This is an optimization exercise on Yosys and OpenROAD, whose aim is small area and a short achievable clock period, not a production implementation.
In this exercise RTL edits were held to simulation tests only and were not proved equivalent to the original.
In every run shown here, the design's own scripts or RTL, not TritonCTS, make the clock network.
No driver is modelled on the clock port, so clock power and skew are understated where the tree is cut down; a real chip needs a root buffer or a tree.

--- design.v ---
module encoder (
    input clk,
    input rst_n,
    input [31:0] data_in,
    output logic [31:0] data_out
);
    logic [7:0] cnt;              
    logic [7:0] cnt_nxt;
    logic [1:0] u, un;
    logic [5:0] v, vn;
    assign cnt_nxt = (cnt == 8'd254) ? 8'd0 : cnt + 8'd1;
    assign u = cnt[7:6];
    assign v = cnt[5:0];
    assign un = cnt_nxt[7:6];
    assign vn = cnt_nxt[5:0];
    always_ff @(posedge clk) begin
        if (!rst_n) cnt <= 8'd254;
        else cnt <= cnt_nxt;
    end
    logic acc;
    logic [7:0] cnt_nxt2;
    assign cnt_nxt2 = (cnt_nxt == 8'd254) ? 8'd0 : cnt_nxt + 8'd1;
    always_ff @(posedge clk) begin
        if (!rst_n) acc <= 1'b1;
        else acc <= (cnt_nxt2[5:0] < 6'd59) || (cnt_nxt2[5:0] == 6'd59 && cnt_nxt2[7:6] != 2'd3);
    end
    logic [3:0][7:0] enc;
    always_ff @(posedge clk) begin
        enc[3] <= data_in[31:24];
        if (acc) enc[2:0] <= data_in[23:0];
    end
    logic [7:0] el [0:3];
    logic [7:0] cat [0:7];        
    always_comb begin
        for (int s = 0; s < 4; s++) begin
            el[s] = enc[3 - s];
            cat[s] = enc[3 - s];
            cat[s + 4] = data_in[31 - 8 * s -: 8];
        end
    end
    logic [127:0] par;            
    logic [127:0] peff;
    logic [31:0] fb;              
    logic [127:0] mp;
    logic [127:0] pnew;
    logic [3:0][7:0] rot;
    logic [3:0][7:0] rot_d;
    logic ptop_n;
    always_comb begin
        ptop_n = (vn != 6'd0) && (vn <= 6'd59);
        for (int j = 0; j < 4; j++) begin
            rot_d[j] = cat[j + 3 - un];
            if ((j == 0 && vn == 6'd0) || vn > 6'd59) rot_d[j] = 8'd0;
            if (ptop_n) rot_d[j] = rot_d[j] ^ pnew[8 * (15 - j) +: 8];
        end
    end
    always_ff @(posedge clk) begin
        if (!rst_n) rot <= '0;
        else rot <= rot_d;
    end
    logic clr;
    always_ff @(posedge clk) begin
        if (!rst_n) clr <= 1'b1;
        else clr <= (cnt_nxt == 8'd254);
    end
    assign peff[127:64] = par[127:64];
    assign peff[63:0] = clr ? 64'd0 : par[63:0];
    always_comb begin
        for (int e = 0; e < 4; e++)
            fb[8 * e +: 8] = rot[3 - e];
        pnew = {peff[95:0], 32'd0} ^ mp;
    end
    logic [225:0] cx;
    assign cx[0] = fb[4] ^ fb[8];
    assign cx[1] = fb[3] ^ fb[21];
    assign cx[2] = fb[20] ^ fb[31];
    assign cx[3] = fb[9] ^ fb[23];
    assign cx[4] = fb[0] ^ fb[18];
    assign cx[5] = fb[5] ^ fb[28];
    assign cx[6] = fb[7] ^ fb[30];
    assign cx[7] = fb[6] ^ fb[29];
    assign cx[8] = fb[1] ^ fb[19];
    assign cx[9] = fb[16] ^ fb[24];
    assign cx[10] = fb[2] ^ fb[22];
    assign cx[11] = fb[15] ^ fb[25];
    assign cx[12] = fb[10] ^ fb[11];
    assign cx[13] = fb[26] ^ fb[27];
    assign cx[14] = fb[12] ^ fb[13];
    assign cx[15] = fb[14] ^ fb[17];
    assign cx[16] = fb[22] ^ cx[0];
    assign cx[17] = fb[16] ^ cx[3];
    assign cx[18] = cx[1] ^ cx[4];
    assign cx[19] = cx[2] ^ cx[7];
    assign cx[20] = fb[21] ^ cx[8];
    assign cx[21] = fb[10] ^ cx[5];
    assign cx[22] = fb[19] ^ cx[6];
    assign cx[23] = fb[5] ^ cx[14];
    assign cx[24] = fb[23] ^ cx[9];
    assign cx[25] = fb[25] ^ cx[10];
    assign cx[26] = fb[7] ^ fb[15];
    assign cx[27] = fb[17] ^ fb[29];
    assign cx[28] = fb[14] ^ fb[24];
    assign cx[29] = fb[6] ^ cx[15];
    assign cx[30] = fb[12] ^ cx[2];
    assign cx[31] = fb[1] ^ cx[11];
    assign cx[32] = fb[18] ^ cx[1];
    assign cx[33] = fb[3] ^ cx[12];
    assign cx[34] = fb[2] ^ fb[4];
    assign cx[35] = fb[19] ^ fb[30];
    assign cx[36] = fb[17] ^ cx[7];
    assign cx[37] = fb[9] ^ cx[9];
    assign cx[38] = fb[5] ^ fb[13];
    assign cx[39] = fb[2] ^ cx[0];
    assign cx[40] = fb[8] ^ fb[10];
    assign cx[41] = cx[0] ^ cx[13];
    assign cx[42] = cx[6] ^ cx[8];
    assign cx[43] = fb[9] ^ fb[16];
    assign cx[44] = fb[11] ^ fb[28];
    assign cx[45] = fb[0] ^ fb[4];
    assign cx[46] = fb[1] ^ cx[6];
    assign cx[47] = fb[14] ^ fb[27];
    assign cx[48] = fb[20] ^ cx[12];
    assign cx[49] = cx[3] ^ cx[7];
    assign cx[50] = fb[11] ^ cx[16];
    assign cx[51] = fb[12] ^ cx[5];
    assign cx[52] = fb[28] ^ cx[10];
    assign cx[53] = fb[24] ^ cx[4];
    assign cx[54] = fb[11] ^ fb[31];
    assign cx[55] = fb[6] ^ fb[14];
    assign cx[56] = fb[20] ^ fb[27];
    assign cx[57] = fb[26] ^ fb[30];
    assign cx[58] = cx[11] ^ cx[22];
    assign cx[59] = fb[7] ^ cx[11];
    assign cx[60] = cx[5] ^ cx[20];
    assign cx[61] = fb[17] ^ cx[13];
    assign cx[62] = fb[18] ^ cx[8];
    assign cx[63] = cx[3] ^ cx[23];
    assign cx[64] = fb[29] ^ fb[31];
    assign cx[65] = fb[3] ^ cx[45];
    assign cx[66] = fb[0] ^ fb[26];
    assign cx[67] = fb[13] ^ cx[4];
    assign cx[68] = fb[20] ^ fb[23];
    assign cx[69] = fb[13] ^ cx[21];
    assign cx[70] = fb[21] ^ cx[14];
    assign cx[71] = fb[27] ^ cx[26];
    assign cx[72] = cx[2] ^ cx[24];
    assign cx[73] = cx[8] ^ cx[18];
    assign cx[74] = fb[27] ^ cx[1];
    assign cx[75] = fb[4] ^ cx[27];
    assign cx[76] = cx[2] ^ cx[15];
    assign cx[77] = fb[26] ^ cx[10];
    assign cx[78] = cx[5] ^ cx[14];
    assign cx[79] = cx[13] ^ cx[17];
    assign cx[80] = cx[28] ^ cx[49];
    assign cx[81] = fb[3] ^ fb[7];
    assign cx[82] = cx[13] ^ cx[21];
    assign cx[83] = fb[6] ^ cx[28];
    assign cx[84] = cx[4] ^ cx[22];
    assign cx[85] = fb[8] ^ fb[15];
    assign cx[86] = fb[7] ^ fb[31];
    assign cx[87] = fb[8] ^ cx[25];
    assign cx[88] = fb[4] ^ fb[22];
    assign cx[89] = cx[1] ^ cx[46];
    assign cx[90] = cx[19] ^ cx[43];
    assign cx[91] = cx[6] ^ cx[37];
    assign cx[92] = fb[26] ^ cx[32];
    assign cx[93] = fb[27] ^ cx[38];
    assign cx[94] = fb[28] ^ cx[20];
    assign cx[95] = cx[29] ^ cx[59];
    assign cx[96] = cx[9] ^ cx[47];
    assign cx[97] = cx[3] ^ cx[30];
    assign cx[98] = cx[2] ^ cx[58];
    assign cx[99] = fb[0] ^ cx[8];
    assign cx[100] = fb[25] ^ cx[69];
    assign cx[101] = fb[19] ^ cx[26];
    assign cx[102] = cx[11] ^ cx[42];
    assign cx[103] = cx[17] ^ cx[36];
    assign cx[104] = fb[17] ^ cx[19];
    assign cx[105] = fb[25] ^ fb[26];
    assign cx[106] = cx[12] ^ cx[35];
    assign cx[107] = fb[0] ^ cx[39];
    assign cx[108] = cx[23] ^ cx[45];
    assign cx[109] = fb[10] ^ cx[56];
    assign cx[110] = fb[30] ^ cx[25];
    assign cx[111] = fb[8] ^ cx[5];
    assign cx[112] = cx[16] ^ cx[64];
    assign cx[113] = fb[2] ^ cx[36];
    assign cx[114] = cx[6] ^ cx[41];
    assign cx[115] = fb[17] ^ cx[10];
    assign cx[116] = fb[15] ^ cx[0];
    assign cx[117] = cx[30] ^ cx[57];
    assign cx[118] = fb[6] ^ cx[61];
    assign cx[119] = cx[12] ^ cx[26];
    assign cx[120] = cx[10] ^ cx[31];
    assign cx[121] = fb[25] ^ cx[54];
    assign cx[122] = fb[18] ^ cx[40];
    assign cx[123] = cx[16] ^ cx[33];
    assign cx[124] = cx[17] ^ cx[38];
    assign cx[125] = cx[4] ^ cx[30];
    assign cx[126] = cx[39] ^ cx[48];
    assign cx[127] = cx[1] ^ cx[51];
    assign cx[128] = fb[21] ^ cx[53];
    assign cx[129] = cx[1] ^ cx[99];
    assign cx[130] = fb[26] ^ cx[80];
    assign cx[131] = fb[9] ^ cx[78];
    assign cx[132] = fb[13] ^ cx[13];
    assign cx[133] = fb[14] ^ cx[24];
    assign cx[134] = fb[31] ^ cx[62];
    assign cx[135] = cx[12] ^ cx[63];
    assign cx[136] = fb[0] ^ fb[13];
    assign cx[137] = fb[11] ^ fb[12];
    assign cx[138] = cx[32] ^ cx[87];
    assign cx[139] = cx[51] ^ cx[126];
    assign cx[140] = cx[15] ^ cx[107];
    assign cx[141] = fb[9] ^ cx[110];
    assign cx[142] = fb[21] ^ fb[27];
    assign cx[143] = fb[1] ^ cx[142];
    assign cx[144] = fb[24] ^ cx[68];
    assign cx[145] = fb[10] ^ cx[92];
    assign cx[146] = cx[33] ^ cx[84];
    assign cx[147] = fb[15] ^ fb[24];
    assign cx[148] = fb[14] ^ cx[14];
    assign cx[149] = fb[10] ^ cx[24];
    assign cx[150] = fb[26] ^ cx[34];
    assign cx[151] = cx[108] ^ cx[120];
    assign cx[152] = cx[80] ^ cx[93];
    assign cx[153] = cx[3] ^ cx[82];
    assign cx[154] = fb[3] ^ cx[42];
    assign cx[155] = cx[34] ^ cx[91];
    assign cx[156] = fb[17] ^ cx[98];
    assign cx[157] = fb[27] ^ cx[18];
    assign cx[158] = cx[11] ^ cx[114];
    assign cx[159] = cx[0] ^ cx[73];
    assign cx[160] = cx[9] ^ cx[60];
    assign cx[161] = cx[15] ^ cx[19];
    assign cx[162] = cx[33] ^ cx[34];
    assign cx[163] = cx[7] ^ cx[23];
    assign cx[164] = cx[9] ^ cx[44];
    assign cx[165] = fb[22] ^ cx[15];
    assign cx[166] = cx[31] ^ cx[86];
    assign cx[167] = cx[35] ^ cx[70];
    assign cx[168] = fb[21] ^ cx[57];
    assign cx[169] = fb[1] ^ fb[13];
    assign cx[170] = cx[48] ^ cx[85];
    assign cx[171] = cx[55] ^ cx[72];
    assign cx[172] = cx[7] ^ cx[28];
    assign cx[173] = fb[21] ^ cx[22];
    assign cx[174] = fb[20] ^ cx[70];
    assign cx[175] = fb[5] ^ cx[9];
    assign cx[176] = fb[29] ^ cx[153];
    assign cx[177] = fb[6] ^ fb[17];
    assign cx[178] = fb[23] ^ fb[24];
    assign cx[179] = fb[31] ^ cx[46];
    assign cx[180] = fb[1] ^ fb[7];
    assign cx[181] = fb[5] ^ fb[16];
    assign cx[182] = fb[16] ^ fb[28];
    assign cx[183] = fb[15] ^ cx[75];
    assign cx[184] = fb[11] ^ cx[66];
    assign cx[185] = fb[28] ^ cx[109];
    assign cx[186] = fb[18] ^ cx[43];
    assign cx[187] = fb[2] ^ cx[2];
    assign cx[188] = cx[5] ^ cx[97];
    assign cx[189] = fb[8] ^ fb[22];
    assign cx[190] = fb[30] ^ cx[12];
    assign cx[191] = cx[17] ^ cx[56];
    assign cx[192] = cx[40] ^ cx[118];
    assign cx[193] = fb[17] ^ cx[3];
    assign cx[194] = fb[12] ^ fb[25];
    assign cx[195] = cx[9] ^ cx[21];
    assign cx[196] = fb[23] ^ cx[16];
    assign cx[197] = cx[12] ^ cx[24];
    assign cx[198] = fb[3] ^ cx[27];
    assign cx[199] = fb[9] ^ cx[31];
    assign cx[200] = cx[117] ^ cx[159];
    assign cx[201] = cx[19] ^ cx[52];
    assign cx[202] = cx[16] ^ cx[83];
    assign cx[203] = fb[8] ^ cx[77];
    assign cx[204] = cx[35] ^ cx[79];
    assign cx[205] = fb[29] ^ cx[186];
    assign cx[206] = cx[27] ^ cx[37];
    assign cx[207] = cx[62] ^ cx[81];
    assign cx[208] = cx[20] ^ cx[125];
    assign cx[209] = fb[30] ^ cx[29];
    assign cx[210] = cx[29] ^ cx[32];
    assign cx[211] = cx[37] ^ cx[86];
    assign cx[212] = fb[4] ^ cx[63];
    assign cx[213] = cx[94] ^ cx[122];
    assign cx[214] = fb[22] ^ cx[27];
    assign cx[215] = cx[18] ^ cx[27];
    assign cx[216] = fb[18] ^ cx[55];
    assign cx[217] = cx[44] ^ cx[65];
    assign cx[218] = cx[47] ^ cx[167];
    assign cx[219] = cx[37] ^ cx[106];
    assign cx[220] = fb[31] ^ cx[11];
    assign cx[221] = cx[4] ^ cx[46];
    assign cx[222] = fb[0] ^ cx[13];
    assign cx[223] = fb[11] ^ cx[90];
    assign cx[224] = cx[2] ^ cx[42];
    assign cx[225] = fb[24] ^ cx[20];
    assign mp[0] = cx[4] ^ cx[5] ^ cx[35] ^ cx[96] ^ cx[187];
    assign mp[1] = fb[28] ^ cx[11] ^ cx[104] ^ cx[129];
    assign mp[2] = fb[7] ^ fb[14] ^ cx[112] ^ cx[160] ^ cx[222];
    assign mp[3] = cx[4] ^ cx[8] ^ cx[49] ^ cx[165] ^ cx[220];
    assign mp[4] = fb[1] ^ fb[31] ^ cx[26] ^ cx[82] ^ cx[133];
    assign mp[5] = fb[27] ^ cx[11] ^ cx[113] ^ cx[164];
    assign mp[6] = fb[12] ^ cx[4] ^ cx[6] ^ cx[105] ^ cx[182] ^ cx[198];
    assign mp[7] = fb[30] ^ cx[75] ^ cx[132] ^ cx[134];
    assign mp[8] = fb[6] ^ cx[2] ^ cx[23] ^ cx[33] ^ cx[96] ^ cx[101] ^ cx[189];
    assign mp[9] = cx[0] ^ cx[17] ^ cx[44] ^ cx[95] ^ cx[174];
    assign mp[10] = fb[19] ^ cx[18] ^ cx[61] ^ cx[223];
    assign mp[11] = cx[5] ^ cx[18] ^ cx[54] ^ cx[116] ^ cx[169] ^ cx[209];
    assign mp[12] = cx[33] ^ cx[39] ^ cx[56] ^ cx[169] ^ cx[205];
    assign mp[13] = cx[127] ^ cx[140] ^ cx[219];
    assign mp[14] = fb[18] ^ cx[23] ^ cx[104] ^ cx[123] ^ cx[199];
    assign mp[15] = cx[135] ^ cx[150] ^ cx[173] ^ cx[216];
    assign mp[16] = cx[25] ^ cx[41] ^ cx[44] ^ cx[67] ^ cx[177] ^ cx[211];
    assign mp[17] = cx[15] ^ cx[176] ^ cx[194] ^ cx[207];
    assign mp[18] = cx[40] ^ cx[43] ^ cx[98] ^ cx[214];
    assign mp[19] = fb[4] ^ fb[6] ^ fb[13] ^ fb[21] ^ cx[6] ^ cx[24] ^ cx[25] ^ cx[185];
    assign mp[20] = cx[18] ^ cx[34] ^ cx[152];
    assign mp[21] = fb[3] ^ cx[21] ^ cx[102] ^ cx[202];
    assign mp[22] = cx[3] ^ cx[19] ^ cx[34] ^ cx[59] ^ cx[175] ^ cx[184];
    assign mp[23] = cx[89] ^ cx[175] ^ cx[192] ^ cx[194];
    assign mp[24] = fb[11] ^ cx[25] ^ cx[32] ^ cx[68] ^ cx[148];
    assign mp[25] = fb[15] ^ fb[19] ^ fb[26] ^ cx[1] ^ cx[14] ^ cx[28] ^ cx[196];
    assign mp[26] = fb[5] ^ fb[9] ^ cx[39] ^ cx[137] ^ cx[147] ^ cx[157];
    assign mp[27] = cx[3] ^ cx[126] ^ cx[160] ^ cx[216];
    assign mp[28] = cx[7] ^ cx[15] ^ cx[101] ^ cx[122] ^ cx[124];
    assign mp[29] = fb[9] ^ cx[29] ^ cx[84] ^ cx[170];
    assign mp[30] = cx[43] ^ cx[119] ^ cx[208];
    assign mp[31] = cx[14] ^ cx[48] ^ cx[115] ^ cx[225];
    assign mp[32] = fb[7] ^ cx[0] ^ cx[9] ^ cx[18] ^ cx[185];
    assign mp[33] = fb[25] ^ cx[50] ^ cx[60] ^ cx[206];
    assign mp[34] = cx[25] ^ cx[103] ^ cx[114] ^ cx[127];
    assign mp[35] = fb[22] ^ cx[104] ^ cx[124] ^ cx[168];
    assign mp[36] = fb[22] ^ fb[28] ^ cx[65] ^ cx[72] ^ cx[209];
    assign mp[37] = fb[5] ^ fb[23] ^ cx[75] ^ cx[128] ^ cx[166];
    assign mp[38] = fb[6] ^ cx[57] ^ cx[62] ^ cx[87] ^ cx[181];
    assign mp[39] = fb[19] ^ cx[3] ^ cx[81] ^ cx[118] ^ cx[187];
    assign mp[40] = fb[11] ^ cx[8] ^ cx[65] ^ cx[71] ^ cx[188];
    assign mp[41] = fb[1] ^ cx[7] ^ cx[21] ^ cx[107] ^ cx[174];
    assign mp[42] = fb[0] ^ fb[23] ^ cx[116] ^ cx[201] ^ cx[218];
    assign mp[43] = fb[29] ^ cx[50] ^ cx[218];
    assign mp[44] = cx[50] ^ cx[96] ^ cx[136] ^ cx[154];
    assign mp[45] = cx[9] ^ cx[31] ^ cx[140] ^ cx[188];
    assign mp[46] = cx[38] ^ cx[113] ^ cx[145] ^ cx[199];
    assign mp[47] = cx[10] ^ cx[41] ^ cx[55] ^ cx[146];
    assign mp[48] = cx[6] ^ cx[51] ^ cx[74] ^ cx[112] ^ cx[197];
    assign mp[49] = fb[30] ^ cx[78] ^ cx[88] ^ cx[103] ^ cx[121];
    assign mp[50] = cx[16] ^ cx[132] ^ cx[164] ^ cx[210];
    assign mp[51] = cx[15] ^ cx[18] ^ cx[219] ^ cx[220];
    assign mp[52] = cx[13] ^ cx[102] ^ cx[111] ^ cx[144] ^ cx[215];
    assign mp[53] = cx[19] ^ cx[41] ^ cx[53] ^ cx[94] ^ cx[141];
    assign mp[54] = cx[1] ^ cx[87] ^ cx[176] ^ cx[224];
    assign mp[55] = fb[4] ^ cx[1] ^ cx[3] ^ cx[13] ^ cx[190] ^ cx[201];
    assign mp[56] = cx[4] ^ cx[16] ^ cx[70] ^ cx[72] ^ cx[190];
    assign mp[57] = cx[63] ^ cx[121] ^ cx[165] ^ cx[225];
    assign mp[58] = cx[11] ^ cx[39] ^ cx[54] ^ cx[83] ^ cx[168];
    assign mp[59] = cx[32] ^ cx[48] ^ cx[124] ^ cx[158];
    assign mp[60] = fb[20] ^ cx[29] ^ cx[67] ^ cx[111] ^ cx[204];
    assign mp[61] = fb[9] ^ cx[71] ^ cx[161] ^ cx[213];
    assign mp[62] = cx[52] ^ cx[170] ^ cx[173] ^ cx[205];
    assign mp[63] = cx[1] ^ cx[97] ^ cx[106] ^ cx[214];
    assign mp[64] = cx[15] ^ cx[44] ^ cx[138] ^ cx[180] ^ cx[191];
    assign mp[65] = fb[12] ^ fb[19] ^ cx[17] ^ cx[52] ^ cx[145] ^ cx[183];
    assign mp[66] = fb[14] ^ fb[29] ^ cx[20] ^ cx[100] ^ cx[155];
    assign mp[67] = cx[49] ^ cx[82] ^ cx[85] ^ cx[128] ^ cx[179];
    assign mp[68] = cx[32] ^ cx[35] ^ cx[149] ^ cx[161];
    assign mp[69] = cx[50] ^ cx[128] ^ cx[156];
    assign mp[70] = fb[5] ^ fb[22] ^ cx[17] ^ cx[105] ^ cx[208];
    assign mp[71] = fb[20] ^ cx[10] ^ cx[20] ^ cx[24] ^ cx[136] ^ cx[192];
    assign mp[72] = fb[12] ^ fb[24] ^ cx[50] ^ cx[95] ^ cx[129];
    assign mp[73] = fb[7] ^ fb[20] ^ cx[31] ^ cx[53] ^ cx[77] ^ cx[212];
    assign mp[74] = cx[23] ^ cx[41] ^ cx[115] ^ cx[119] ^ cx[178];
    assign mp[75] = fb[13] ^ cx[53] ^ cx[60] ^ cx[71] ^ cx[88] ^ cx[193];
    assign mp[76] = fb[23] ^ cx[26] ^ cx[139] ^ cx[215];
    assign mp[77] = fb[30] ^ cx[43] ^ cx[50] ^ cx[73] ^ cx[163];
    assign mp[78] = fb[10] ^ cx[10] ^ cx[29] ^ cx[212] ^ cx[224];
    assign mp[79] = fb[2] ^ cx[18] ^ cx[38] ^ cx[119] ^ cx[171];
    assign mp[80] = fb[3] ^ cx[34] ^ cx[51] ^ cx[58] ^ cx[79];
    assign mp[81] = fb[24] ^ cx[19] ^ cx[61] ^ cx[65] ^ cx[69];
    assign mp[82] = fb[2] ^ cx[73] ^ cx[85] ^ cx[130] ^ cx[137];
    assign mp[83] = fb[1] ^ cx[66] ^ cx[69] ^ cx[144] ^ cx[189];
    assign mp[84] = cx[42] ^ cx[116] ^ cx[127] ^ cx[172] ^ cx[184];
    assign mp[85] = fb[27] ^ cx[19] ^ cx[91] ^ cx[151];
    assign mp[86] = fb[2] ^ fb[31] ^ cx[29] ^ cx[66] ^ cx[89] ^ cx[100] ^ cx[178];
    assign mp[87] = fb[18] ^ cx[41] ^ cx[54] ^ cx[81] ^ cx[120] ^ cx[172];
    assign mp[88] = cx[1] ^ cx[21] ^ cx[171] ^ cx[203];
    assign mp[89] = cx[50] ^ cx[59] ^ cx[74] ^ cx[103];
    assign mp[90] = cx[30] ^ cx[155] ^ cx[210];
    assign mp[91] = fb[19] ^ cx[67] ^ cx[68] ^ cx[95] ^ cx[150] ^ cx[182];
    assign mp[92] = cx[36] ^ cx[52] ^ cx[71] ^ cx[134] ^ cx[149];
    assign mp[93] = fb[2] ^ fb[25] ^ cx[44] ^ cx[68] ^ cx[84] ^ cx[198];
    assign mp[94] = fb[24] ^ fb[29] ^ cx[200];
    assign mp[95] = fb[4] ^ cx[2] ^ cx[20] ^ cx[93] ^ cx[141];
    assign mp[96] = cx[6] ^ cx[66] ^ cx[131] ^ cx[202];
    assign mp[97] = fb[0] ^ cx[40] ^ cx[152] ^ cx[166];
    assign mp[98] = fb[16] ^ cx[12] ^ cx[151];
    assign mp[99] = cx[3] ^ cx[46] ^ cx[115] ^ cx[217];
    assign mp[100] = fb[3] ^ cx[40] ^ cx[52] ^ cx[67] ^ cx[130] ^ cx[179];
    assign mp[101] = cx[3] ^ cx[47] ^ cx[64] ^ cx[102] ^ cx[162];
    assign mp[102] = cx[5] ^ cx[117] ^ cx[147] ^ cx[162];
    assign mp[103] = cx[0] ^ cx[74] ^ cx[121] ^ cx[163];
    assign mp[104] = fb[20] ^ cx[25] ^ cx[146] ^ cx[206];
    assign mp[105] = fb[17] ^ fb[25] ^ cx[197] ^ cx[200];
    assign mp[106] = fb[10] ^ fb[16] ^ cx[13] ^ cx[64] ^ cx[89] ^ cx[108];
    assign mp[107] = cx[0] ^ cx[47] ^ cx[90] ^ cx[100] ^ cx[207];
    assign mp[108] = fb[16] ^ cx[5] ^ cx[11] ^ cx[55] ^ cx[88] ^ cx[92];
    assign mp[109] = cx[36] ^ cx[101] ^ cx[181] ^ cx[196] ^ cx[222];
    assign mp[110] = cx[111] ^ cx[177] ^ cx[191] ^ cx[221];
    assign mp[111] = cx[113] ^ cx[211] ^ cx[213];
    assign mp[112] = cx[9] ^ cx[22] ^ cx[49] ^ cx[105] ^ cx[123] ^ cx[148];
    assign mp[113] = cx[76] ^ cx[135] ^ cx[158];
    assign mp[114] = cx[5] ^ cx[24] ^ cx[58] ^ cx[112] ^ cx[157];
    assign mp[115] = cx[33] ^ cx[76] ^ cx[78] ^ cx[180];
    assign mp[116] = cx[3] ^ cx[18] ^ cx[40] ^ cx[58] ^ cx[77];
    assign mp[117] = cx[2] ^ cx[79] ^ cx[99] ^ cx[123];
    assign mp[118] = fb[24] ^ cx[139] ^ cx[143] ^ cx[193];
    assign mp[119] = fb[24] ^ cx[7] ^ cx[12] ^ cx[131] ^ cx[138];
    assign mp[120] = fb[13] ^ cx[17] ^ cx[34] ^ cx[74] ^ cx[156];
    assign mp[121] = fb[26] ^ cx[18] ^ cx[76] ^ cx[88] ^ cx[195];
    assign mp[122] = fb[3] ^ fb[8] ^ cx[10] ^ cx[38] ^ cx[221] ^ cx[223];
    assign mp[123] = cx[14] ^ cx[31] ^ cx[83] ^ cx[109];
    assign mp[124] = cx[76] ^ cx[204] ^ cx[217];
    assign mp[125] = cx[125] ^ cx[143] ^ cx[183] ^ cx[195];
    assign mp[126] = fb[11] ^ cx[36] ^ cx[60] ^ cx[67] ^ cx[110];
    assign mp[127] = fb[12] ^ fb[18] ^ cx[19] ^ cx[133] ^ cx[154] ^ cx[203];
    always_ff @(posedge clk) begin
        par <= pnew;
    end
    logic [3:0] msg;
    logic [7:0] tw [0:19];
    logic [31:0] dnext;
    always_comb begin
        for (int i = 0; i < 4; i++) tw[i] = par[8 * (15 - i) +: 8];
        for (int i = 0; i < 16; i++) tw[i + 4] = pnew[8 * (15 - i) +: 8];
        for (int s = 0; s < 4; s++) begin
            msg[s] = (v <= 6'd58) || (v == 6'd59 && s < 3 - u) || (v == 6'd63 && s >= 3 - u);
            dnext[31 - 8 * s -: 8] = msg[s] ? el[s] : tw[s + u + 1];
        end
    end
    always_ff @(posedge clk) begin
        data_out <= dnext;
    end
endmodule
--- flow/run.sh ---
#!/bin/bash
# Standard layout, except: the synthesis maps with flow/abc_speed.script,
# the clock tree is flow/ctree.tcl's two-level tree, the ports get plain
# buffers, timing repair aims below the period, and the wire capacitance
# the placement-stage timing estimates use is scaled up by 1.3 (closer to
# the extracted values).
set -euo pipefail
rm -rf scripts_local
cp -r "$FLOW_HOME/scripts" scripts_local
cp flow/abc_speed.script scripts_local/abc_speed.script
sed -i 's|^log_cmd clock_tree_synthesis .*|source $::env(CTREE_TCL)|' scripts_local/cts.tcl
grep -q CTREE_TCL scripts_local/cts.tcl
python3 - "$FLOW_HOME/platforms/sky130hd/setRC.tcl" 1.3 > setRC_scaled.tcl <<'PY'
import re, sys
s = open(sys.argv[1]).read()
k = float(sys.argv[2])
print(re.sub(r'-capacitance ([0-9.Ee+-]+)', lambda m: '-capacitance %g' % (float(m.group(1)) * k), s))
PY
export LAYER_PARASITICS_FILE=$PWD/setRC_scaled.tcl
export CTREE_TCL=$PWD/flow/ctree.tcl
export CTREE_LEAF=20
export CTREE_BUF_LEAF=sky130_fd_sc_hd__clkbuf_16
export CTREE_BUF_TOP=sky130_fd_sc_hd__clkbuf_16
export SCRIPTS_DIR=$PWD/scripts_local
export BUFFER_PORTS_ARGS="-buffer_cell sky130_fd_sc_hd__buf_2"
export SETUP_SLACK_MARGIN=10.15
bash standard.sh > standard.log 2>&1
--- flow/abc_speed.script ---
strash
&get -n
&dch -f
&nf -R 1000 -p
&put
topo
stime -c
--- flow/ctree.tcl ---
# Two-level clock tree in place of clock_tree_synthesis: the clock port drives
# one buffer per quadrant of the clock sinks, and each of those drives the
# leaf buffers of its quadrant (at most CTREE_LEAF sinks per leaf).
set ct_block [ord::get_db_block]
set ct_dbu [$ct_block getDbUnitsPerMicron]
set ct_buf_leaf [expr {[info exists ::env(CTREE_BUF_LEAF)] ? $::env(CTREE_BUF_LEAF) : "sky130_fd_sc_hd__clkbuf_16"}]
set ct_buf_top [expr {[info exists ::env(CTREE_BUF_TOP)] ? $::env(CTREE_BUF_TOP) : "sky130_fd_sc_hd__clkbuf_16"}]
set ct_leaf [expr {[info exists ::env(CTREE_LEAF)] ? $::env(CTREE_LEAF) : 20}]

proc ct_centroid {pts} {
  set sx 0.0; set sy 0.0
  foreach p $pts { set sx [expr {$sx + [lindex $p 1]}]; set sy [expr {$sy + [lindex $p 2]}] }
  set n [llength $pts]
  return [list [expr {$sx / $n}] [expr {$sy / $n}]]
}
# split {pin x y} items into k near-equal parts along x (idx 1) or y (idx 2)
proc ct_split {pts k idx} {
  set s [lsort -real -index $idx $pts]
  set n [llength $s]
  set out {}
  for {set i 0} {$i < $k} {incr i} {
    lappend out [lrange $s [expr {($n * $i) / $k}] [expr {($n * ($i + 1)) / $k - 1}]]
  }
  return $out
}
proc ct_span {pts idx} {
  set l [lsort -real -index $idx $pts]
  return [expr {[lindex $l end $idx] - [lindex $l 0 $idx]}]
}
proc ct_um {v} { return [expr {$v / double($::ct_dbu)}] }

set ct_sinks {}
foreach p [get_pins -of_objects [get_nets clk]] {
  lassign [[sta::sta_to_db_pin $p] getAvgXY] ok x y
  lappend ct_sinks [list $p $x $y]
}
puts "ctree: [llength $ct_sinks] clock sinks"

set ct_quads {}
foreach half [ct_split $ct_sinks 2 1] {
  foreach q [ct_split $half 2 2] { lappend ct_quads $q }
}
set qi 0
foreach q $ct_quads {
  set nleaf [expr {int(ceil([llength $q] / double($ct_leaf)))}]
  set idx [expr {[ct_span $q 1] > [ct_span $q 2] ? 1 : 2}]
  set leafxy {}
  set li 0
  foreach g [ct_split $q $nleaf $idx] {
    set pins {}
    foreach p $g { lappend pins [lindex $p 0] }
    lassign [ct_centroid $g] cx cy
    set bname "ctree_leaf_${qi}_${li}"
    insert_buffer -buffer_cell $ct_buf_leaf -net clk -load_pins $pins \
      -location [list [ct_um $cx] [ct_um $cy]] \
      -buffer_name $bname -net_name "ctree_net_leaf_${qi}_${li}"
    lappend leafxy [list x $cx $cy]
    incr li
  }
  # insert_buffer adds a number to the names: find this quadrant's leaves
  set leafpins {}
  foreach p [get_pins -of_objects [get_nets clk]] {
    if {[string match "ctree_leaf_${qi}_*" [get_full_name $p]]} { lappend leafpins $p }
  }
  if {$li == 1} { incr qi; continue }
  lassign [ct_centroid $leafxy] cx cy
  insert_buffer -buffer_cell $ct_buf_top -net clk -load_pins $leafpins \
    -location [list [ct_um $cx] [ct_um $cy]] \
    -buffer_name "ctree_q_${qi}" -net_name "ctree_net_q_${qi}"
  incr qi
}
foreach net [$ct_block getNets] {
  if {[string match ctree_net_* [$net getName]]} { $net setSigType CLOCK }
}
[$ct_block findNet clk] setSigType CLOCK
set_propagated_clock [all_clocks]
puts "ctree: clock port drives [llength [get_pins -of_objects [get_nets clk]]] pins"
--- standard.sh ---
#!/bin/bash
# synth_recipe.tcl (not shown) runs the flow's synth.tcl, then flattens the netlist and writes it again
# the make line also repeats each setting of config.mk as NAME=value (left out here)
make -C /OpenROAD-flow-scripts/flow DESIGN_CONFIG=/design/flow/config.mk WORK_HOME=/design/flow/orfs CLKGATE_MAP_FILE= SYNTH_SCRIPT=/design/flow/synth_recipe.tcl "${@:-finish}"
--- config.mk ---
export PLATFORM = sky130hd
export DESIGN_NAME = encoder
export DESIGN_NICKNAME = encoder
export VERILOG_FILES = /design/flow/design.v
export SDC_FILE = /design/flow/constraint.sdc
export NUM_CORES = 8
export LEC_CHECK = 0
export CAP_MARGIN = 20
export CORE_MARGIN = 2
export CORE_UTILIZATION = 65
export SLEW_MARGIN = 20
--- constraint.sdc ---
create_clock -name core_clock -period 14.0 [get_ports {clk}]
set_input_delay 2.8000 -clock core_clock [delete_from_list [all_inputs] [get_ports {clk}]]
set_output_delay 2.8000 -clock core_clock [all_outputs]
set_load 0.01 [all_outputs]
==> results.txt, run 1 <==
Status
The flow ran to the end and the layout has no timing, DRC or antenna violations.

Route
After detailed routing, the average wire length per cell comes to around 27 um. The first-pass iteration count of the detailed router is 9. Summed over all layers, the routed wires come to 50700 um. The violation count after the first detailed-route iteration is ~1700. After detailed routing, the number of remaining DRC violations is 0.

The total number of vias is roughly 12000. After detailed routing, the number of vias per cell comes to 6.27. The detail route stage leaves a number of antenna-violating nets equal to 0.

Timing
The hold violation total from the final report came to 0. The worst path needs around 3.6 ns of the cycle, external delays included. In this run the tightest slew margin relative to its limit is a little under a third. The portion of the clock cycle consumed by the worst path in the final layout is between 20% and 30%. The sum of negative setup slack is 0 ns. The transition time at the pin with the least slew margin is 1.02 ns. The final max-slew violation count is 0. Setup repair after global routing could not meet its margin everywhere. Setup violations remaining at the end of the flow were counted as 0. Derived from the worst setup path, the maximum achievable clock frequency is 280 MHz. Across the routed clock network, the largest skew measured is roughly 0.031 ns.

Synthesis
Counting flops with an async set or reset pin after synthesis yields a share of 0%. The most instantiated flip-flop cell in the synthesis netlist is sky130_fd_sc_hd__dfxtp_1. The sequential element share of the synthesized area is between 30 and 40%. After technology mapping, the gate count stands at about 1500. Dividing the synthesized area by the synthesized cell count gives 9.89 sq um. The number of distinct library cells after synthesis is 35. The Yosys step of the flow raised 4 warnings. Synthesis produced a netlist with a net count of around 1500. The cell area after synthesis is about 14000 sq um.

The synthesized design contains 24 enable-type register cells. After synthesis the netlist holds a flip-flop and latch count of 226.

Critical path
The critical path endpoint category is a flip-flop. Data on the critical path is required at its endpoint by about 14 ns. The worst register-to-register path begins at rot[26]. The critical path is of the flip-flop to flip-flop type.

Data arrives at the worst endpoint at ~3.8 ns. The biggest fanout along the worst timing path is 8. The worst setup path is launched from a flip-flop. The critical path startpoint is rot[26].

Cells and area
The number of nets in the layout is ~1700. In the final layout, the share of cells above drive strength 1 is roughly an eighth. The area growth from synthesis to layout is 13.2%. The number of filler cells placed in the layout is roughly 1700. Measured on the finished design, the core utilization comes to 75.0%.

The number of antenna diodes in the final layout is 0.

Floorplanning
In this run the vertical extent of the chip is ~150 um. The number of placement rows is 54. The die width is between 150 and 200 um. The floorplan step defined a die boundary enclosing around 23000 sq um. The initial utilization of the core area, before any placement, comes to roughly two thirds. The number of top-level pins is 66. The core region is approximately 22000 sq um.

Global route
The largest net degree at the start of global routing is between 40 and 50. The via count of the first global-routing pass is ~12000. The number of antenna violations at the first check in global routing is 0. The first global-routing pass estimated about 75000 um of wire. The global-route usage over all layers is between 40 and 50%. Global routing finished with a remaining overflow of 0.

CTS
After clock tree synthesis, the clock-pin slew on the worst setup and hold paths is 0.09 ns. The worst-skew pair later-pin latency is roughly 0.31 ns. The count of hold buffers inserted by post-cts repair is 0.

Placed design
The half-perimeter wire length after detailed placement is approximately 37000 um. The final weighted congestion in routability-driven placement is 1.07. The number of port buffers is 65.

Hold path
The class of the most critical hold timing path is flip-flop to flip-flop. The critical hold path startpoint is enc[31].

Job
Max-cap violations in this run came to 0.
## stage by stage
| stage | std cells | cell area, sq um | hold WS [ns] | worst slack (ns) |
|---|---|---|---|---|
| after floorplan | 1464 | 14500 | 0.460 | 10.29 |
| after global placement | 1884 | 15800 | 0.469 | 9.62 |
| after detailed placement | 1884 | 15800 | 0.475 | 9.71 |
| after CTS | 1900 | 16200 | 0.496 | 10.16 |
| after global routing | 1901 | 16400 | 0.535 | 10.12 |
| final | 1901 | 16400 | 0.485 | 10.43 |
## cells by family (layout without fill, tap and decap cells)
logic type	Yosys count	after routing	synth area share [%]
adders and majority gates	5	5	0.432
xor gates and xnor gates	800	800	48.4
buffers and inverters	6	162	0.156
DFF	226	226	32.9
and+or+nand+nor	234	235	7.60
AOI/OAI and AO/OA	193	193	10.5
## synthesized netlist by cell type (all sizes together) (23+ instances only)
library cell | number | area (sq um)
a222oi | 41 | 410
a22oi | 39 | 293
a311oi | 23 | 201
a31oi | 26 | 163
dfxtp | 202 | 4040
edfxtp | 24 | 721
nand2 | 102 | 383
nand2b | 35 | 219
nor2 | 43 | 161
nor2b | 34 | 213
xnor2 | 622 | 5450
xor2 | 178 | 1560
## placed cells by master, fill, tap and decap left out, types with 2 or more instances in the layout
cell	count
sky130_fd_sc_hd__xnor2_1	605
sky130_fd_sc_hd__dfxtp_1	199
sky130_fd_sc_hd__xor2_1	170
sky130_fd_sc_hd__nand2_1	102
sky130_fd_sc_hd__buf_4	74
sky130_fd_sc_hd__buf_2	65
sky130_fd_sc_hd__a222oi_1	41
sky130_fd_sc_hd__nor2_1	40
sky130_fd_sc_hd__a22oi_1	39
sky130_fd_sc_hd__nand2b_1	35
sky130_fd_sc_hd__nor2b_1	31
sky130_fd_sc_hd__a31oi_1	26
sky130_fd_sc_hd__edfxtp_1	24
sky130_fd_sc_hd__a311oi_1	23
sky130_fd_sc_hd__xnor2_2	16
sky130_fd_sc_hd__clkbuf_16	16
sky130_fd_sc_hd__a22o_1	15
sky130_fd_sc_hd__a21oi_1	14
sky130_fd_sc_hd__o21ai_0	12
sky130_fd_sc_hd__a211oi_1	9
sky130_fd_sc_hd__xor2_2	8
sky130_fd_sc_hd__a221oi_1	7
sky130_fd_sc_hd__clkinv_1	5
sky130_fd_sc_hd__nand3_1	5
sky130_fd_sc_hd__ha_1	5
sky130_fd_sc_hd__nor2b_2	3
sky130_fd_sc_hd__nor2_2	3
sky130_fd_sc_hd__dfxtp_2	3
sky130_fd_sc_hd__and3_1	2
sky130_fd_sc_hd__and2_1	2
sky130_fd_sc_hd__and2_0	2
sky130_fd_sc_hd__nor4_1	2
## metal layers
metal	part of all wire, %	global-route usage (%)	routed length, um
met1	37	54.1	18600
met2	44	65.6	22100
met3	11	7.85	5640
met4	8.5	27.8	4320
met5	0	0	0
## sequential cells by signal (all words and copies together) (netlist names)
| signal | cells |
|---|---|
| par | 120 |
| data_out | 32 |
| enc | 32 |
| rot | 32 |
| cnt | 8 |
| acc | 1 |
| clr | 1 |
## critical path: stages (launching register included)
cell and delay (ns):
sky130_fd_sc_hd__dfxtp_1 0.35, sky130_fd_sc_hd__buf_4 0.27, sky130_fd_sc_hd__xor2_1 0.71, sky130_fd_sc_hd__buf_4 0.33
sky130_fd_sc_hd__xnor2_1 0.10, sky130_fd_sc_hd__xnor2_1 0.43, sky130_fd_sc_hd__xnor2_1 0.15, sky130_fd_sc_hd__xnor2_1 0.15
sky130_fd_sc_hd__xnor2_1 0.61, sky130_fd_sc_hd__a221oi_1 0.17, sky130_fd_sc_hd__o21ai_0 0.22
## path summary, 6_finish.rpt
| path | endpoint | slack, ns | depth (start not counted) |
|---|---|---|---|
| max | data_out[18] | 10.43 | 10 |
| min | data_out[31] | 0.48 | 2 |
| max reg2reg | data_out[18] | 10.43 | 10 |
| min reg2reg | data_out[31] | 0.48 | 2 |
## repair_timing
item	CTS	global route
setup buffers	0	0
gates cloned	0	1
setup endpoints to repair	40	50
pin swaps	0	1
resized for setup	6	18
## area by class of cell, without the clock buffers
cell class	count	area [sq um]	area share, %
Timing Repair Buffer	140	892	5.45
Inverter	6	25.0	0.153
Multi-Input combinational cell	1233	9940	60.7
Sequential cell	226	4770	29.1
Tap cell	280	350	2.14
==> inputs of run 2 (changes only) <==
--- a/flow/run.sh
+++ b/flow/run.sh
@@ -24,4 +24,4 @@
 export SCRIPTS_DIR=$PWD/scripts_local
 export BUFFER_PORTS_ARGS="-buffer_cell sky130_fd_sc_hd__buf_2"
-export SETUP_SLACK_MARGIN=10.15
+export SETUP_SLACK_MARGIN=10.1
 bash standard.sh > standard.log 2>&1
==> flow/abc_speed.script (replaced) <==
strash
&get -n
&dch -f
&nf -R 1000 -p -E 50
&put
topo
stime -c
==> run 2 against run 1 <==
Synthesized cell count down 0.20%. Hold slack worse by 0.0012 ns. First-iteration DRC count rose by 5.6%. Sequential share of layout area up 0.22 points. Register-to-register slack is essentially flat. Die area shrank 0.12%. Flip-flop and latch count unchanged. Via count is 1.3% lower. Critical endpoint is now data_out[16].
==> results.txt, run 2 <==
Route
For this block, the initial DRC count from the detailed router was about 1800. The routed design has between 40000 and 50000 um of wire. In the routed layout, each cell is associated on average with a via count of just over 6.

In the routed design, unresolved DRC markers number 0. The routed length per placed instance is 26.2 um. The detailed router placed between 10000 and 15000 vias in this run. Before antenna repair, the detailed router went through 9 iterations. Once detail routing completed, the nets flagged for antenna violations numbered 0.

Global route
The wire length of the first global-routing pass is 72700 um. The largest net degree at the start of global routing is 43. The number of antenna violations at the first check in global routing is 1. For this run, the total global-route usage over all layers was measured as around 41%. The global-route congestion overflow total is 0. The via count of the first global-routing pass came to 11400.

Critical path
The biggest fanout along the worst timing path is 1. For the worst setup path, the data arrival time is ~0.8 ns. The kind of launch point of the worst setup path is a flip-flop. The worst register-to-register path has a setup slack of about 10 ns.

The critical path in this run is classified as flip-flop to output pin. The critical path goes through buf_2. The data required time at the worst endpoint is approximately 11 ns.

The critical path endpoint category is an output pin. The startpoint identified for the worst register-to-register timing path is rot[10]. The slowest stage of the critical path is the sky130_fd_sc_hd__dfxtp_1 cell. For the worst flop-to-flop path, the logic depth is 9. The endpoint identified for the worst register-to-register timing path is data_out[14].

The category of cells accounting for the largest share of critical-path delay is flip-flops. For this run, the slowest stage of the critical path takes 0.36 ns. Counting both buffers and inverters, the worst setup path holds a total of 1.

Status
The flow ran to the end and the layout has no timing, DRC or antenna violations.

Cells and area
The number of nets in the layout is approximately 1700. Relative to the synthesized area, the layout overhead comes to 12.5%. The post-route netlist has between 10% and 20% of its cells at a drive strength greater than 1. The number of flip-flops in the largest register is 120. The most common cell after layout, fill and taps aside is sky130_fd_sc_hd__xnor2_1. The antenna diode instance count is 0. Summing all non-filler instances in the final layout gives an area of 16300 sq um.

The most flop-heavy register is par. Leaving out fill and tap cells, the most frequent cells in the layout are sky130_fd_sc_hd__xnor2_1 (596), sky130_fd_sc_hd__dfxtp_1 (198), sky130_fd_sc_hd__xor2_1 (185), sky130_fd_sc_hd__nand2_1 (93), sky130_fd_sc_hd__buf_4 (71).

Synthesis
The cell count after synthesis is roughly 1500. Sorting the synthesized cells by area gives the leading types as sky130_fd_sc_hd__xnor2_1 (37%), sky130_fd_sc_hd__dfxtp_1 (28%), sky130_fd_sc_hd__xor2_1 (11%). The number of nets in the synthesized netlist is 1500. After synthesis, flip-flops and latches occupy about a third of the total area.

In this run, synthesis inferred 24 flip-flops with an integrated enable. Sorting the synthesized cells by how often they occur yields sky130_fd_sc_hd__xnor2_1 (612), sky130_fd_sc_hd__dfxtp_1 (202), sky130_fd_sc_hd__xor2_1 (189), sky130_fd_sc_hd__nand2_1 (94), sky130_fd_sc_hd__nor2_1 (55). The Yosys step of the flow raised 4 warnings. Counting flops with an async set or reset pin after synthesis yields a share of 0%. Yosys mapped the design onto 34 distinct sky130hd cell types. The leading area contributor after synthesis is sky130_fd_sc_hd__xnor2_1.

The mean cell area of the mapped netlist is a little under 10 sq um. The cell area after synthesis is approximately 14000 sq um. The most instantiated flip-flop cell in the synthesis netlist is sky130_fd_sc_hd__dfxtp_1. The number of storage elements in the synthesis netlist is roughly 230. Of the post-synthesis cell area, the dominant cell type holds approximately 37%. Among all cell types in the netlist, the one instantiated most often is sky130_fd_sc_hd__xnor2_1.

Timing
The sum of negative setup slack is 0 ns. The headroom to the max-slew limit is a little over a third. In the finished design, the share of the clock period the worst path needs comes to between 20% and 30%. The final max-slew violation count is 0. After layout, the worst setup slack is roughly 10 ns. On the final layout, the worst clock skew is around 0.028 ns. Setup repair after global routing left no endpoint under its margin.

The transition time at the pin with the least slew margin is about 0.97 ns. Subtracting the final worst setup slack from the clock period gives about 3.6 ns. The hold violation total from the final report came to 0. The worst hold slack is between 0.4 and 0.5 ns. Derived from the worst setup path, the maximum achievable clock frequency is between 200 and 300 MHz. Setup violations remaining at the end of the flow were counted as 0.

Floorplanning
Row generation in the floorplan step produced 54 rows. The die area is approximately 23000 sq um. The number of top-level pins is 66.

The core region is 21800 sq um. The die width is 153 um. The die extent in y is around 150 um. For this configuration, the core starts out at a cell density of around two thirds.

Hold path
The path with the worst hold slack has its endpoint at par[61]. Counting instances, the worst hold path has a depth of 2. The critical hold path startpoint is par[29].

The class of the most critical hold timing path is flip-flop to flip-flop.

CTS
Clock-pin slew was measured on the worst setup and hold paths at around 0.090 ns. The clock reaches the later pin of the worst-skew pair after 0.31 ns. The buffer count from post-CTS setup fixing is 0.

Placed design
Prior to clock tree synthesis, the placed netlist has a worst setup slack of ~9.6 ns. The final weighted congestion in routability-driven placement is around 1.1. The wire-length estimate of the detail-placed layout is roughly 36000 um. The number of port buffers is 65. The area after detailed placement is about 16000 sq um.

Job
The total of max-cap violations is 0.
-- run 2: final cells by class, without the clock buffers --
type	instances	area [sq um]
timing repair buffer	136	858
fill	1659	5560
multi-input combinational	1221	9830
sequential	226	4770
inverter	14	55.1
tap	280	350
-- run 2: worst min-delay path, delay by kind of cell, from the launching register on --
family	cells	cell delay, ns
xor+xnor	1	0.07
simple gates	1	0.07
flops	1	0.31
-- run 2: repair_timing --
action                     in CTS  in global routing
hold buffers                    0                  0
resized for setup               5                 17
setup endpoints to repair      39                 34
-- run 2: stage by stage --
step                      util (%)  instances
after floorplan                  -       1461
after global placement        72.0       1877
after detailed placement      72.0       1877
after CTS                     74.0       1893
after global routing          74.5       1893
final                         74.5       1893
-- run 2: cells by family (layout without fill, tap and decap cells) --
group	Yosys count	in the layout	synth area share, %
adders and majority gates	5	5	0.433
AOI/OAI and AO/OA	182	182	10.2
xor gates and xnor gates	801	801	48.5
DFF	226	226	33.0
and+or+nand+nor	233	233	7.47
buffers and inverters	14	166	0.364
-- run 2: how the worst max path moves through the flow --
| stage | start | to | cells after the start |
|---|---|---|---|
| 4_1_cts | rot[18] | data_out[8] | 9 |
| 5_1_grt | rot[18] | data_out[14] | 10 |
| 3_5_place_dp | rst_n | acc | 4 |
| 3_3_place_gp | rst_n | acc | 4 |
| 6_report | data_out[16] | data_out[16] | 1 |
| 2_1_floorplan | rst_n | acc | 3 |
-- run 2: per-layer routing --
metal | part of all wire, % | wire length [um] | vias up | GRT usage (%)
li1 | - | - | 5243 | -
met1 | 37 | 18500 | 5423 | 55.0
met2 | 43 | 21200 | 893 | 63.1
met3 | 12 | 6020 | 212 | 6.89
met4 | 7.5 | 3730 | 0 | 24.9
met5 | 0 | 0 | - | 0
==> inputs of run 3 (changes only) <==
--- a/flow/run.sh
+++ b/flow/run.sh
@@ -24,4 +24,4 @@
 export SCRIPTS_DIR=$PWD/scripts_local
 export BUFFER_PORTS_ARGS="-buffer_cell sky130_fd_sc_hd__buf_2"
-export SETUP_SLACK_MARGIN=10.1
+export SETUP_SLACK_MARGIN=10.3
 bash standard.sh > standard.log 2>&1
==> run 3 against run 2 <==
Design area rose by 2.2%. Still clean on timing, DRC and antenna. Highest routed layer unchanged. Final cell count rose by 0.63%. Flip-flop and latch count did not move. Sequential share of layout area fell by 0.61 points. Wire length rose by 5.7%. Register-to-register slack improved by 0.17 ns. Critical path depth rose by 3. First-iteration DRC count rose by 8.7%.
==> results.txt, run 3 <==
Timing
Measured against its own limit, the worst slew margin works out to between 30% and 40%. For this run, the top clock speed supported by timing is ~270 MHz. The transition time at the pin with the least slew margin is 1.04 ns. Setup repair after global routing could not meet its margin everywhere. The post-layout minimum cycle time is ~3.7 ns.

The portion of the clock cycle consumed by the worst path in the final layout is 26.6%. Setup violations remaining at the end of the flow were counted as 0. The worst hold slack is 0.482 ns. The hold violation total from the final report is 0.

For the final routed database, the setup TNS stands at 0 ns. The final max-slew violation count came to 0. For the final database, setup skew stands at approximately 0.028 ns.

Floorplanning
The area inside the core boundary is around 22000 sq um. The die area is between 20000 and 25000 sq um. The number of top-level pins is 66. The die extent in y is roughly 150 um.

Once the floorplan was initialized, standard cells occupied about two thirds of the core. The die is between 150 and 200 um wide. The floorplan has 54 rows.

Critical path
The category of cells accounting for the largest share of critical-path delay is compound AO/OA/AOI/OAI gates. On the critical path, the stage with the largest delay is an instance of sky130_fd_sc_hd__a311oi_1. Counting buffers and inverters, the worst setup path is 4 cells deep. The sum of buffers and inverters on the critical path is 1. The origin of the critical flop-to-flop path is rot[22]. The flop-to-flop setup slack is between 10 and 15 ns. The kind of launch point of the worst setup path is an input port. The critical path in this run is classified as input port to flip-flop. The data required time at the worst endpoint is between 10 and 15 ns. The depth of the most critical reg-to-reg path is 8. The reg-to-reg critical path endpoint is data_out[12].

The critical path startpoint is data_in[21]. The signal on the critical path passes through buf_2 > a22o_1 > a221o_1 > a311oi_1. STA classifies the critical path endpoint as a flip-flop. The end point of the critical path is rot[21].

The arrival time at the worst endpoint is roughly 4 ns. The largest single stage delay on the critical path is a little under 0.5 ns. Of all nets on the critical path, the largest fanout is 3.

Cells and area
The most common cell after layout, fill and taps aside is sky130_fd_sc_hd__xnor2_1. In the layout the commonest cells are sky130_fd_sc_hd__xnor2_1 (585), sky130_fd_sc_hd__dfxtp_1 (195), sky130_fd_sc_hd__xor2_1 (174), sky130_fd_sc_hd__nand2_1 (93), sky130_fd_sc_hd__buf_4 (80). The signed area change from the synthesized netlist to the final layout is 15.0%. The register with the most flip-flops in the layout has 120 of them. The layout has ~1600 filler cells. The number of nets in the layout is 1666. In the final layout, the share of cells above drive strength 1 is 13.8%. More flip-flops sit in one register than any other, and that register is par. The repair_antennas step left the layout with diodes totalling 0. The final cell count without fillers is 1905.

Route
Dividing the detail-routed via count by the number of cells gives about 6.3. The routed metal-1 wirelength is ~19000 um. In the final routed layout, each cell accounts on average for 27.5 um. Detailed routing placed a total of 22000 um of wire on met2. The wire length reported by the detailed router is approximately 52000 um. In the routed design, unresolved DRC markers number 0. In this run the top signal layer used is met4. The length of routed met3 wiring is 6530 um. The number of routed nets with antenna violations is 0. The first detailed-routing pass ran for 11 iterations. The violation count after the first detailed-route iteration is between 1500 and 2000. The total number of vias is 12000.

Placed design
The final weighted congestion in routability-driven placement is approximately 1.1. The total placed cells including tap cells is 1881. The count of buffers added on input and output ports is 65. The HPWL after detailed placement is between 30000 and 40000 um.

Synthesis
Counting flops with a built-in enable in the synthesized netlist gives 24. Of the total synthesized cell area, the portion taken by full adders, half adders and majority gates is 0.433%. The number of nets in the synthesized netlist is 1500. For this run, the number of Yosys warnings is 4. Counting instances in the post-synthesis netlist gives the leading cell types as sky130_fd_sc_hd__xnor2_1 (612), sky130_fd_sc_hd__dfxtp_1 (202), sky130_fd_sc_hd__xor2_1 (189), sky130_fd_sc_hd__nand2_1 (94), sky130_fd_sc_hd__nor2_1 (55). The sequential element share of the synthesized area is around a third.

The synthesized netlist occupies a cell area of approximately 14000 sq um. In the synthesized netlist, the number of instances is around 1500. The number of distinct library cells after synthesis is 34. The cell with the most instances after synthesis is sky130_fd_sc_hd__xnor2_1. Summing the areas of all compound-gate instances in the mapped netlist gives between 10% and 20% of the synthesized area.

Counting flops with an async set or reset pin after synthesis yields a share of 0%. The leading area contributor after synthesis is sky130_fd_sc_hd__xnor2_1. The portion of synthesized cell area occupied by the leading cell type is a little under two fifths. The xor and xnor area share after synthesis is 48.5%. Among all flip-flop cells after synthesis, the most frequent one is sky130_fd_sc_hd__dfxtp_1. The number of storage elements in the synthesis netlist is about 230. Of the total synthesized cell area, the portion taken by AND, OR, NAND and NOR gates is about 7.5%. The combinational family with the most area after synthesis is XOR/XNOR gates. In the post-synthesis netlist, the biggest area contributors are sky130_fd_sc_hd__xnor2_1 (37%), sky130_fd_sc_hd__dfxtp_1 (28%), sky130_fd_sc_hd__xor2_1 (11%). The multiplexer share of the synthesized area is 0%. The mean cell area of the mapped netlist is between 9 and 10 sq um.

Global route
The largest net degree at the start of global routing is 43. Summed over all layers, the global routing overflow is 0. The first global-routing pass estimated 75800 um of wire.

For this run, the total global-route usage over all layers was measured as between 40 and 50%. The via count of the first global-routing pass is roughly 12000. The number of antenna violations at the first check in global routing is 0.

Hold path
The tightest min-delay check is of the flip-flop to flip-flop type.

Job
The tool flagged a number of max-cap violations equal to 0.

CTS
Clock-pin slew was measured on the worst setup and hold paths at about 0.090 ns. At the later pin of the worst-skew pair, clock insertion delay measures between 0.3 and 0.4 ns.

Status
The run finished with no timing, DRC or antenna violations.
[run 3: how the worst min path moves through the flow]
stage | cells past startpoint | endpoint | slack (ns) | start
after global routing | 2 | par[54] | 0.51 | par[22]
final | 2 | par[61] | 0.48 | par[29]
after global placement | 2 | par[54] | 0.47 | par[22]
after detailed placement | 2 | par[61] | 0.47 | par[29]
after CTS | 2 | par[61] | 0.49 | par[29]
after floorplan | 2 | par[88] | 0.46 | par[56]
[run 3: through the flow]
stage / utilization, % / area (sq um) / worst slack (ns)
floorplan: - / 14500 / 10.36
global placement: 72.3 / 15800 / 9.45
detailed placement: 72.4 / 15800 / 9.94
CTS: 74.8 / 16300 / 10.21
global route: 76.1 / 16600 / 10.20
finish: 76.1 / 16600 / 10.27
[run 3: routing by layer]
metal	track usage, %	vias to the layer above
met5	0	-
met4	29.9	0
met1	56.1	5619
li1	-	5240
met2	65.1	924
met3	9.44	243
[run 3: cells by family (layout without fill, tap and decap cells)]
logic type / count (synthesis) / in the layout
adder cells (fa/ha/maj): 5 / 5
flip-flops: 226 / 226
AND/OR/NAND/NOR: 233 / 233
XOR/XNOR: 801 / 801
AO/OA/AOI/OAI: 182 / 182
buffers and inverters: 14 / 178
[run 3: repair_timing]
| item | CTS | global route |
|---|---|---|
| hold buffers | 0 | 0 |
| buffers inserted | 0 | 8 |
| endpoints found under the setup margin | 46 | 50 |
| hold endpoints to repair | 0 | 0 |
| gates resized for setup | 21 | 31 |
| pin swaps | 0 | 2 |
[run 3: final cells by class, without the clock buffers]
cell class | count | area, sq um | area share (%)
Multi-Input combinational cell | 1221 | 10100 | 60.6
Sequential cell | 226 | 4770 | 28.7
Timing Repair Buffer | 148 | 971 | 5.84
Tap cell | 280 | 350 | 2.11
Inverter | 14 | 60.1 | 0.361
[run 3: worst min-delay path: stages (launching register included)]
cell	delay, ns
sky130_fd_sc_hd__dfxtp_1	0.31
sky130_fd_sc_hd__nand2b_1	0.07
sky130_fd_sc_hd__xnor2_1	0.06
==> inputs of run 4 (changes only) <==
--- a/flow/run.sh
+++ b/flow/run.sh
@@ -24,4 +24,4 @@
 export SCRIPTS_DIR=$PWD/scripts_local
 export BUFFER_PORTS_ARGS="-buffer_cell sky130_fd_sc_hd__buf_2"
-export SETUP_SLACK_MARGIN=10.3
+export SETUP_SLACK_MARGIN=10.15
 bash standard.sh > standard.log 2>&1
--- a/config.mk
+++ b/config.mk
@@ -9,3 +9,4 @@
 export CORE_MARGIN = 2
 export CORE_UTILIZATION = 65
+export PLACE_DENSITY = 0.75
 export SLEW_MARGIN = 20
==> run 4 against run 3 <==
Sequential share of layout area is 0.35 points higher. Synthesized cell count stayed put. Design area is 1.3% lower. Final cell count is 0.52% lower. Wire length is 2.3% lower. First-iteration DRC count is 15% lower. Utilization is 0.97 points lower. Via count is 0.19% lower. Critical path type is now flip-flop to output pin.
==> results.txt, run 4 <==
Route
After the first detailed-routing iteration, the DRC count stood at roughly 1700. The first TritonRoute pass finished after 9 iterations. Wires add up to about 51000 um. The number of routed nets with antenna violations is 0.

In the routed design, unresolved DRC markers number 0. In the final routed layout, each cell accounts on average for about 27 um. The routed layout has 12000 vias. After detailed routing, the number of vias per cell comes to ~6.3.

Floorplanning
The number of placement rows is 54. 66 I/O pins were placed. The initial utilization of the core area, before any placement, comes to 66.2%. The area inside the core boundary is 21800 sq um.

The die covers 23400 sq um. Measured along the x axis, the die boundary spans 153 um. In this run the vertical extent of the chip is between 150 and 200 um.

Synthesis
After synthesis, the share of flip-flops with an asynchronous set or reset is 0%. The mean cell area of the mapped netlist is 9.89 sq um. Counting every net in the synthesized netlist gives 1500. Yosys printed 4 warnings. The number of distinct library cells after synthesis is 34. The cell count after synthesis is roughly 1500.

Of all cell types, the one taking the most synthesized area is sky130_fd_sc_hd__xnor2_1. The share of the Yosys chip area taken by registers is 33.0%. Counting flops with a built-in enable in the synthesized netlist gives 24. Of the post-synthesis cell area, the dominant cell type holds between 30% and 40%. The cell with the most instances after synthesis is sky130_fd_sc_hd__xnor2_1. The commonest cells after synthesis are sky130_fd_sc_hd__xnor2_1 (612), sky130_fd_sc_hd__dfxtp_1 (202), sky130_fd_sc_hd__xor2_1 (189), sky130_fd_sc_hd__nand2_1 (94), sky130_fd_sc_hd__nor2_1 (55). After synthesis, the cell types taking the most area are sky130_fd_sc_hd__xnor2_1 (37%), sky130_fd_sc_hd__dfxtp_1 (28%), sky130_fd_sc_hd__xor2_1 (11%).

The cell area after synthesis is between 10000 and 15000 sq um. For this run, the leading register cell type out of synthesis is sky130_fd_sc_hd__dfxtp_1. The number of storage elements in the synthesis netlist is 226.

Status
The run finished with no timing, DRC or antenna violations.

Critical path
The number of buffers and inverters on the critical path is 1. The origin of the critical flop-to-flop path is rot[1]. The worst register-to-register path has a depth of 9. Walking the worst path, the cells encountered are buf_2. The setup check on the worst reg-to-reg path leaves a slack of about 11 ns. In this run the worst path has a maximum fanout of 1. The slowest stage of the critical path is the sky130_fd_sc_hd__dfxtp_1 cell. The setup path with the least slack is of type flip-flop to output pin. The kind of launch point of the worst setup path is a flip-flop.

The highest cell delay on the worst timing path is approximately 0.33 ns. Data on the critical path is required at its endpoint by roughly 11 ns. Data on the critical path arrives at its endpoint at 0.75 ns. Among cell families on the critical path, the largest total delay comes from flip-flops. The reg-to-reg critical path endpoint is data_out[2]. The critical path endpoint category is an output pin.

Timing
Setup repair after global routing left no endpoint under its margin. For the pin with the worst max-slew slack, the measured transition is a little over 1 ns. The final count of negative-setup-slack endpoints is 0.

Subtracting the final worst setup slack from the clock period gives between 3 and 4 ns. The hold violation total from the final report was 0. The final worst clock skew is 0.0371 ns. The sum of negative setup slack is 0 ns.

The worst setup slack after layout is between 10 and 15 ns. The portion of the clock cycle consumed by the worst path in the final layout is ~25%. The final max-slew violation count was 0. The fmax is between 200 and 300 MHz. The headroom to the max-slew limit is 32.1%.

Cells and area
The finished layout holds between 1500 and 2000 standard cells, fillers aside. The most common cell after layout, fill and taps aside is sky130_fd_sc_hd__xnor2_1. Relative to the synthesized area, the layout overhead comes to 13.5%. The top cell types in the final layout, fill and taps aside, are sky130_fd_sc_hd__xnor2_1 (590), sky130_fd_sc_hd__dfxtp_1 (198), sky130_fd_sc_hd__xor2_1 (177), sky130_fd_sc_hd__nand2_1 (93), sky130_fd_sc_hd__buf_4 (72).

Measured on the finished design, the core utilization comes to around 75%. The fraction of final layout cells with drive strength greater than 1 is 12.4%. The antenna diode instance count is 0.

Counting the fill cells in the layout gives roughly 1600. par holds more flip-flops than any other register. The number of flip-flops in the largest register is 120. The number of nets in the layout is between 1500 and 2000.

CTS
In this run, post-CTS hold repair placed 0 buffers. The buffer count from post-CTS setup fixing is 0. After clock tree synthesis, the repair step resized 13 gates. After clock tree synthesis, the clock-pin slew on the worst setup and hold paths is ~0.10 ns. For the worst-skew pair, the clock arrives at the later sink with an insertion delay of 0.32 ns.

Job
Across the run, the number of max-cap violations was 0.

Global route
For this run the aggregate overflow at the end of global routing stands at 0. The number of antenna violations at the first check in global routing is 0. The first global-routing pass estimated around 75000 um of wire.

Entering global routing, the biggest net connects 45 pins. Global routing used between 40% and 50% of the available tracks. The via count of the first global-routing pass is 11700.

Hold path
The end of the worst hold path is par[61]. The class of the most critical hold timing path is flip-flop to flip-flop. The number of cells on the worst hold path is 2. The critical hold path startpoint is par[29].

Placed design
At the end of routability-driven placement, the weighted congestion stood at ~1.1. The wire-length estimate of the detail-placed layout is ~37000 um. OpenSTA, run right after detailed placement, puts the worst setup slack at 9.43 ns. Including well taps, the total number of placed cells is ~1900. The number of port buffers is 65.
-- run 4: layer usage --
metal  GRT usage, %  up-vias  part of all wire, %  routed length [um]
li1               -     5238                    -                   -
met1           55.2     5644                   38               19200
met2           65.0      878                   43               21900
met3           8.96      243                   12                5910
met4           26.0        0                  8.0                4100
met5              0        -                    0                   0
-- run 4: cells by family after synthesis --
group / after synthesis / synth area share (%)
buf+inv: 14 / 0.364
fa+ha+maj: 5 / 0.433
simple gates: 233 / 7.47
flops: 226 / 33.0
compound gates: 182 / 10.2
xor+xnor: 801 / 48.5
-- run 4: cell type report, without the clock buffers --
cell class              count  area [sq um]  area share, %
flip-flops and latches    226          4770           29.1
well taps                 280           350           2.14
repair buffers            138           877           5.35
multi-input cells        1221          9950           60.7
inverters                  14          55.1          0.336
-- run 4: metrics by stage --
| stage | cell area (sq um) | hold slack, ns |
|---|---|---|
| 2_1_floorplan | 14500 | 0.460 |
| 3_3_place_gp | 15700 | 0.466 |
| 3_5_place_dp | 15700 | 0.476 |
| 4_1_cts | 16200 | 0.500 |
| 5_1_grt | 16400 | 0.530 |
| 6_report | 16400 | 0.490 |
-- run 4: how the worst max path moves through the flow --
| stage | startpoint | endpoint | cells past startpoint |
|---|---|---|---|
| floorplan | rst_n | acc | 3 |
| global placement | rst_n | acc | 4 |
| detailed placement | rst_n | acc | 4 |
| CTS | rst_n | acc | 4 |
| global route | rot[1] | data_out[2] | 9 |
| finish | data_out[7] | data_out[7] | 1 |

## separate check: timing with driven ports
Ports are ideal in the flow. The routed layouts listed here were re-timed in OpenROAD. Step 1 sets driving cells, clkbuf_16 on the clock port and buf_2 on the other inputs (assumed; they add their load-dependent delay and slew). Step 2, shift: input delay + t, output delay - t, t = (earliest + latest rising clock arrival at the registers) / 2. This alone moves slack from input paths to output paths. Three values: ideal, step 1, step 2; two values: the first two.
run	shift t [ns]	slack for setup (ns)	worst setup path at the end	latest minus earliest clock arrival (ns)	slew at the worst register clock pin (ns)
run 1	0.410	10.432 / 10.330 / 10.178	input to register	0.032 / 0.032	0.10 / 0.10
run 2	0.405	10.419 / 10.309 / 10.150	input to register	0.030 / 0.030	0.09 / 0.09
run 3	0.411	10.270 / 10.298 / 9.959	input to register	0.028 / 0.027	0.09 / 0.09
run 4	0.411	10.451 / 10.340 / 10.136	input to register	0.038 / 0.037	0.10 / 0.10
After both steps every run listed still meets setup and hold. The setup slack of run 4, which loses most, moves by -0.111 ns with the drivers and by -0.315 ns with both steps.
